What follows belongs to an exercise in optimizing a design on an open flow for small area and a short achievable clock period; a production flow would make more cautious choices.
Function was not checked in any run shown here: the RTL went through the layout flow alone.
The clock input has no modelled driver; a real chip could not lean on it and would need a root buffer or a full tree.
Power and IR drop assume default switching activity.

==> flow/design.v, too long to show whole: its modules and the start of the top module <==
// module mac5: 905 lines
// module mac5_fa: 4 lines
// module mac5_xn: 3 lines
// module mac5_or: 3 lines
module mac5 #(parameter WIDTH=32)
   (input logic [(WIDTH/2)-1:0] a,
    input logic [(WIDTH/2)-1:0] b,
    input logic               clk, reset,
    output logic [WIDTH-1:0]  out);
  // ...
==> flow/flow/run.sh <==
#!/bin/bash
# Standard layout (bash standard.sh) with: port buffers of a plain buffer cell,
# sizing not held to the cells' footprints, a clock tree without dummy loads,
# and the root clock buffer removed after CTS, so that the clock port drives the two buffers below it (clock_root.tcl).
# Each tool's output goes to its own log here and under orfs/logs.
set -e
ARGS=(MATCH_CELL_FOOTPRINT=0
  BUFFER_PORTS_ARGS="-buffer_cell sky130_fd_sc_hd__buf_1"
  CTS_ARGS="-sink_clustering_enable -repair_clock_nets -dont_use_dummy_load -sink_clustering_size 30 -sink_clustering_max_diameter 60")
bash standard.sh "${ARGS[@]}" cts > standard_cts.log 2>&1
CTS_DB=$PWD/orfs/results/sky130hd/mac5/base/4_cts.odb openroad -no_init -exit flow/clock_root.tcl > flatten_clock.log 2>&1
bash standard.sh "${ARGS[@]}" finish > standard.log 2>&1
==> flow/flow/clock_root.tcl <==
set db_file $::env(CTS_DB)
read_db $db_file
set block [ord::get_db_block]
set clk_net [$block findNet clk]
set roots {}
foreach it [$clk_net getITerms] { lappend roots [$it getInst] }
foreach root $roots {
  set rout [[$root findITerm X] getNet]
  set sinks {}
  foreach it [$rout getITerms] { if {[$it getInst] ne $root} { lappend sinks $it } }
  puts "removing root [$root getName] ([llength $sinks] sinks)"
  foreach it $sinks { $it disconnect; $it connect $clk_net }
  [$root findITerm A] disconnect
  [$root findITerm X] disconnect
  odb::dbInst_destroy $root
  odb::dbNet_destroy $rout
}
set n 0
foreach it [$clk_net getITerms] { incr n }
puts "clock port now drives $n cell pins"
write_db $db_file
==> flow/standard.sh <==
#!/bin/bash
# synth_recipe.tcl (not shown) runs the flow's synth.tcl, then flattens the netlist and writes it again
# the make line also repeats each setting of config.mk as NAME=value (left out here)
make -C /OpenROAD-flow-scripts/flow DESIGN_CONFIG=/design/flow/config.mk WORK_HOME=/design/flow/orfs CLKGATE_MAP_FILE= SYNTH_SCRIPT=/design/flow/synth_recipe.tcl "${@:-finish}"
==> flow/config.mk <==
export PLATFORM = sky130hd
export DESIGN_NAME = mac5
export DESIGN_NICKNAME = mac5
export VERILOG_FILES = /design/flow/design.v
export SDC_FILE = /design/flow/constraint.sdc
export NUM_CORES = 4
export LEC_CHECK = 0
export ABC_CLOCK_PERIOD_IN_PS = 1000
export CAP_MARGIN = 20
export CORE_MARGIN = 2
export CORE_UTILIZATION = 40
export SETUP_SLACK_MARGIN = 4.5
export SLEW_MARGIN = 20
export SYNTH_HIERARCHICAL = 1
export SYNTH_MINIMUM_KEEP_SIZE = 0
==> flow/constraint.sdc <==
create_clock -name core_clock -period 7.0 [get_ports {clk}]
set_input_delay 1.4000 -clock core_clock [delete_from_list [all_inputs] [get_ports {clk}]]
set_output_delay 1.4000 -clock core_clock [all_outputs]
set_load 0.01 [all_outputs]
==> flow_summary_export.csv, run 1 <==
group,metric,value,unit
setup_path,arrival,2.73,ns
synth,post_synthesis_xor_xnor_area_fraction,13.0,%
layout,design.final.nets,1215,
detailed_routing,route.top_layer_used,"met4",
setup_path,timing.critical_path.from_type,"register",
clock_network,clock_sink_count,227,
power,p_switching,2.09,mW
setup_path,crit_path_buf_inv_count,0,
synth,yosysTopAreaCell,"dfxtp_1",
power,seqPwrFrac,41.9,%
grt,grt_overflow,0,
layout,seq_area_share,36.3,%
grt,gr-usage-met3,3.37,%
synth,syn_nets,1205,
synth,synth.yosys.warnings,7,
setup_path,r2r-end,"q2_29_0",
layout,biggestRegsByFlops,"out: 32 flops, q3_p: 24 flops, q3_g: 23 flops",
synth,ys_top_cells_by_count,"226 x dfxtp_1, 156 x xnor2_1, 146 x fa_1, 120 x a22oi_1, 69 x nand2_1",
layout,bufAreaShareNonClock,2.20,%
status,run_status,"finished clean",
detailed_routing,route.vias.total,7066,
layout,nNonClkBuffers,69,
power,share_comb_of_total_power,43.9,%
synth,synth_largest_type_area_fraction,38.6,%
layout,num-nonclk-inverters,28,
grt,initial_antenna_violation_count,0,
grt,grtUsageTotal,16.5,%
power,power_sequential,2.37,mW
setup_path,worst_path_most_repeated_cell,"fa_1",
die,floorplan.io_pins,66,
place,placed_area,12200,um2
grt,grt_pass1_vias,7254,
layout,fin_cells,1384,
synth,yosys-top-cells-area,"dfxtp_1 39%, fa_1 25%, xnor2_1 12%, a22oi_1 7.7%, ha_1 3.5%",
power,power.switching_fraction,36.9,%
synth,synthArstFlopShare,0.441,%
layout,finished_layout_cell_area,12600,um2
grt,met1_routing_resource_usage_after_global_routing,24.5,%
detailed_routing,total_met2_wirelength_after_detailed_routing,10.8,mm
synth,synth-adder-area-share,28.5,%
grt,grt_most_used_layer,"met2",
layout,final-clk-cell-share,3.17,%
==> run 2: changes to the inputs <==
--- a/flow/config.mk
+++ b/flow/config.mk
@@ -9,7 +9,7 @@
 export CAP_MARGIN = 20
 export CORE_MARGIN = 2
 export CORE_UTILIZATION = 40
-export SETUP_SLACK_MARGIN = 4.5
+export SETUP_SLACK_MARGIN = 4.65
 export SLEW_MARGIN = 20
 export SYNTH_HIERARCHICAL = 1
 export SYNTH_MINIMUM_KEEP_SIZE = 0
==> flow_summary_export.csv, run 2 <==
group,metric,value,unit
die,height_of_the_die,175,um
sta,min_period_over_period,33.1,%
sta,worst_slew_margin,60.9,%
place,dpl.cell_count,1367,
setup_path,timing_worst_setup_path_type,"register to register",
power,design_power_total,6.14,mW
grt,grt_pass1_vias,7662,
setup_path,r2r-start,"bneg[6]",
status,run_status,"finished clean",
sta,timing.clock.skew,0.0394,ns
synth,syn_area,11700,um2
setup_path,ff2ff_path_depth,5,
layout,largest-register,"out",
layout,biggestRegsByFlops,"out: 32 flops, q3_p: 24 flops, q3_g: 23 flops",
power,vdd_ir_max,0.213,mV
layout,antenna-diode-count,0,
sta,tns,0,ns
synth,synthArstFlopShare,0.441,%
detailed_routing,wl_per_cell,18.9,um
synth,synth.yosys.seq_area_share,38.8,%
layout,fin_cells,1418,
flow_run,cap_viol_max_count,0,
place,io_buffers,65,
synth,number_of_synthesized_register_bits,227,
layout,flow.area_growth_from_synthesis,13.6,%
grt,grtUsageTotal,17.9,%
layout,final_common_cell,"dfxtp_1",
detailed_routing,routed_wirelength,26.8,mm
setup_path,endpoint,"q2_29_0",
sta,setup_viol,0,
synth,synth_largest_type_area_fraction,38.6,%
synth,yosys.cell_types.count,48,
setup_path,required,7.25,ns
layout,seqCellArea,4650,um2
clock_network,cts_hold_buffers,0,
detailed_routing,drtPass1Iterations,7,
detailed_routing,detail_route.drc_violations,0,
synth,yosysTopAreaCell,"dfxtp_1",
sta,grt_setup_unrepaired,"yes",
setup_path,r2r-end,"q2_29_0",
grt,wire_length_of_the_first_global_routing_pass,42.4,mm
layout,layout-drive-gt1-share,16.3,%
grt,initial_antenna_violation_count,0,
setup_path,timing.critical_path.fanout_max,18,
layout,fillerInstances,2651,
synth,ys_top_cells_by_count,"226 x dfxtp_1, 156 x xnor2_1, 146 x fa_1, 120 x a22oi_1, 69 x nand2_1",
power,p_per_area,462,nW/um2
sta,fin_crit,2.32,ns
synth,syn_nets,1205,
sta,report.final.hold_viol_count,0,
layout,multi_input_comb_area,6770,um2
grt,grt_overflow,0,
setup_path,worst-r2r-setup-slack,4.68,ns
synth,netlist_instances,992,
die,rows,62,
synth,synth-edff-count,0,
power,static-leakage-power,5.09,nW
die,die_w,175,um
synth,syn_avg_cell_area,11.8,um2
die,fp.coreArea,28800,um2
synth,synth_most_common_cell,"dfxtp_1",
setup_path,setup.worst_path.start,"bneg[6]",
detailed_routing,route.vias.total,7123,
detailed_routing,number_of_nets_with_antenna_violations_after_detailed_routing,0,
grt,grt_max_degree,33,
hold_path,hold_path_class,"register to register",
place,detailedPlacementHpwl,19.5,mm
clock_network,clkLatencyLatePin,0.38,ns
setup_path,arrival,2.57,ns
sta,timing_worst_slew_pin_value,0.586,ns
place,gpl.final_weighted_congestion,0.862,
clock_network,clock_sink_count,227,
layout,final_cell_mix,"163 x dfxtp_1, 156 x xnor2_1, 146 x fa_1",
synth,yosys-top-cells-area,"dfxtp_1 39%, fa_1 25%, xnor2_1 12%, a22oi_1 7.7%, ha_1 3.5%",
layout,design.final.nets,1249,
die,dieArea,30700,um2
sta,final_count_of_pins_violating_max_slew,0,
synth,synth.yosys.warnings,7,
synth,ys_dominant_reg_cell,"dfxtp_1",
clock_network,clkTransAtPathRegs,0.08,ns
die,floorplan.io_pins,66,
detailed_routing,via_per_inst,5.02,
die,initial_core_util,40.7,%
setup_path,timing.critical_path.from_type,"register",
detailed_routing,drt_iter0_markers,556,
sta,maximum_achievable_frequency,432,MHz
setup_path,nature_of_the_critical_path_endpoint,"register",
layout,largest_register_ff_count,32,
[run 2: cell types whose count changed in the layout (fill, tap and decap cells not counted), moves of 6 or more]
cell | previous run | this run
dfxtp_2 | 25 | 56
dfxtp_4 | 1 | 7
buf_1 | 65 | 33
buf_4 | 3 | 31
buf_6 | 1 | 32
clkbuf_16 | 16 | 22
dfxtp_1 | 200 | 163
[run 2: per-stage QoR]
step | util, % | worst slack [ns] | hold WS [ns] | cell area [um2]
5_1_grt | 46.2 | 4.58 | 0.330 | 13300
2_1_floorplan | - | 4.65 | 0.310 | 11700
4_1_cts | 46.0 | 4.60 | 0.327 | 13300
3_5_place_dp | 42.3 | 4.42 | 0.312 | 12200
6_report | 46.2 | 4.68 | 0.327 | 13300
3_3_place_gp | 42.3 | 4.46 | 0.310 | 12200
[run 2: critical path, stage by stage (launching register included)]
cell     delay (ns)
dfxtp_1        0.34
inv_2          0.41
xnor2_1        0.18
fa_1           0.43
fa_1           0.39
fa_1           0.42
[run 2: logic make-up (layout without fill, tap and decap cells)]
group           count (synthesis)  in the layout  share of synthesized area (%)
flops                         227            227                           38.8
fa+ha+maj                     179            179                           28.5
xor+xnor                      174            174                           13.0
compound gates                166            166                           10.4
simple gates                  138            138                           5.69
buf+inv                       105            147                           3.37
mux                             2              2                          0.182
other cells                     1              1                         0.0320
[run 2: area by class of cell]
class / count / area share (%)
multi-input combinational: 660 / 50.9
sequential: 227 / 34.9
tap: 384 / 3.61
timing repair buffer: 98 / 5.73
inverter: 28 / 0.884
clock buffer: 21 / 3.95
[run 2: power breakdown]
group | switching [mW] | internal (mW) | total (mW)
Sequential | 0.407 | 1.98 | 2.38
Clock | 0.439 | 0.525 | 0.964
Combinational | 1.36 | 1.44 | 2.80
[run 2: how the worst min path moves through the flow]
stage / start / to / cells after the start
final: q3_lo3 / out[3] / 0
after global routing: q3_lo2 / out[2] / 0
after CTS: q3_lo4 / out[4] / 0
after detailed placement: q3_lo3 / out[3] / 0
after global placement: q3_lo2 / out[2] / 0
after floorplan: q3_lo0 / out[0] / 0
[run 2: per-layer routing]
layer | global-route usage [%] | routed length [um] | vias to the layer above
met4 | 6.88 | 1170 | 0
met1 | 24.0 | 11600 | 3531
li1 | - | - | 3337
met5 | 0 | 0 | -
met3 | 2.09 | 1230 | 59
met2 | 29.7 | 12800 | 196
[run 2: what timing repair did]
action | CTS | global route
buffers inserted | 27 | 2
gates cloned | 0 | 1
pin swaps | 0 | 1
setup endpoints to repair | 53 | 32
resized for setup | 163 | 20
[run 2: modules after synthesis (local to each module, per instance)]
module / cell area, um2 / cells inside / copies in the design
mac5_or: 6.26 / 1 / 13
mac5_xn: 8.76 / 1 / 13
mac5_fa: 20.0 / 1 / 145
mac5: 8620 / 821 / 1

## port drivers added, routing unchanged
The results above use ideal ports. As a check the final layouts listed here were re-extracted and re-timed, cells and wires unchanged.
Step 1 assumes that a clkbuf_16 drives the clock port and a buf_2 every other input.
Step 2 moves the port delays by t, midway between the first and last clock arrival at a register: inputs arrive t later, outputs are due t later. That takes back most of the time a late clock gives input paths.
a / b / c = ideal / step 1 / step 2; a / b = the first two.
| run | t (ns) | setup WS [ns] | worst setup path at the end | clock arrival spread, ns |
|---|---|---|---|---|
| run 1 | 0.402 | 4.514 / 4.514 / 4.514 | register to register | 0.046 / 0.046 |
| run 2 | 0.426 | 4.684 / 4.684 / 4.684 | register to register | 0.042 / 0.042 |
After both steps setup and hold are still met in every run listed.
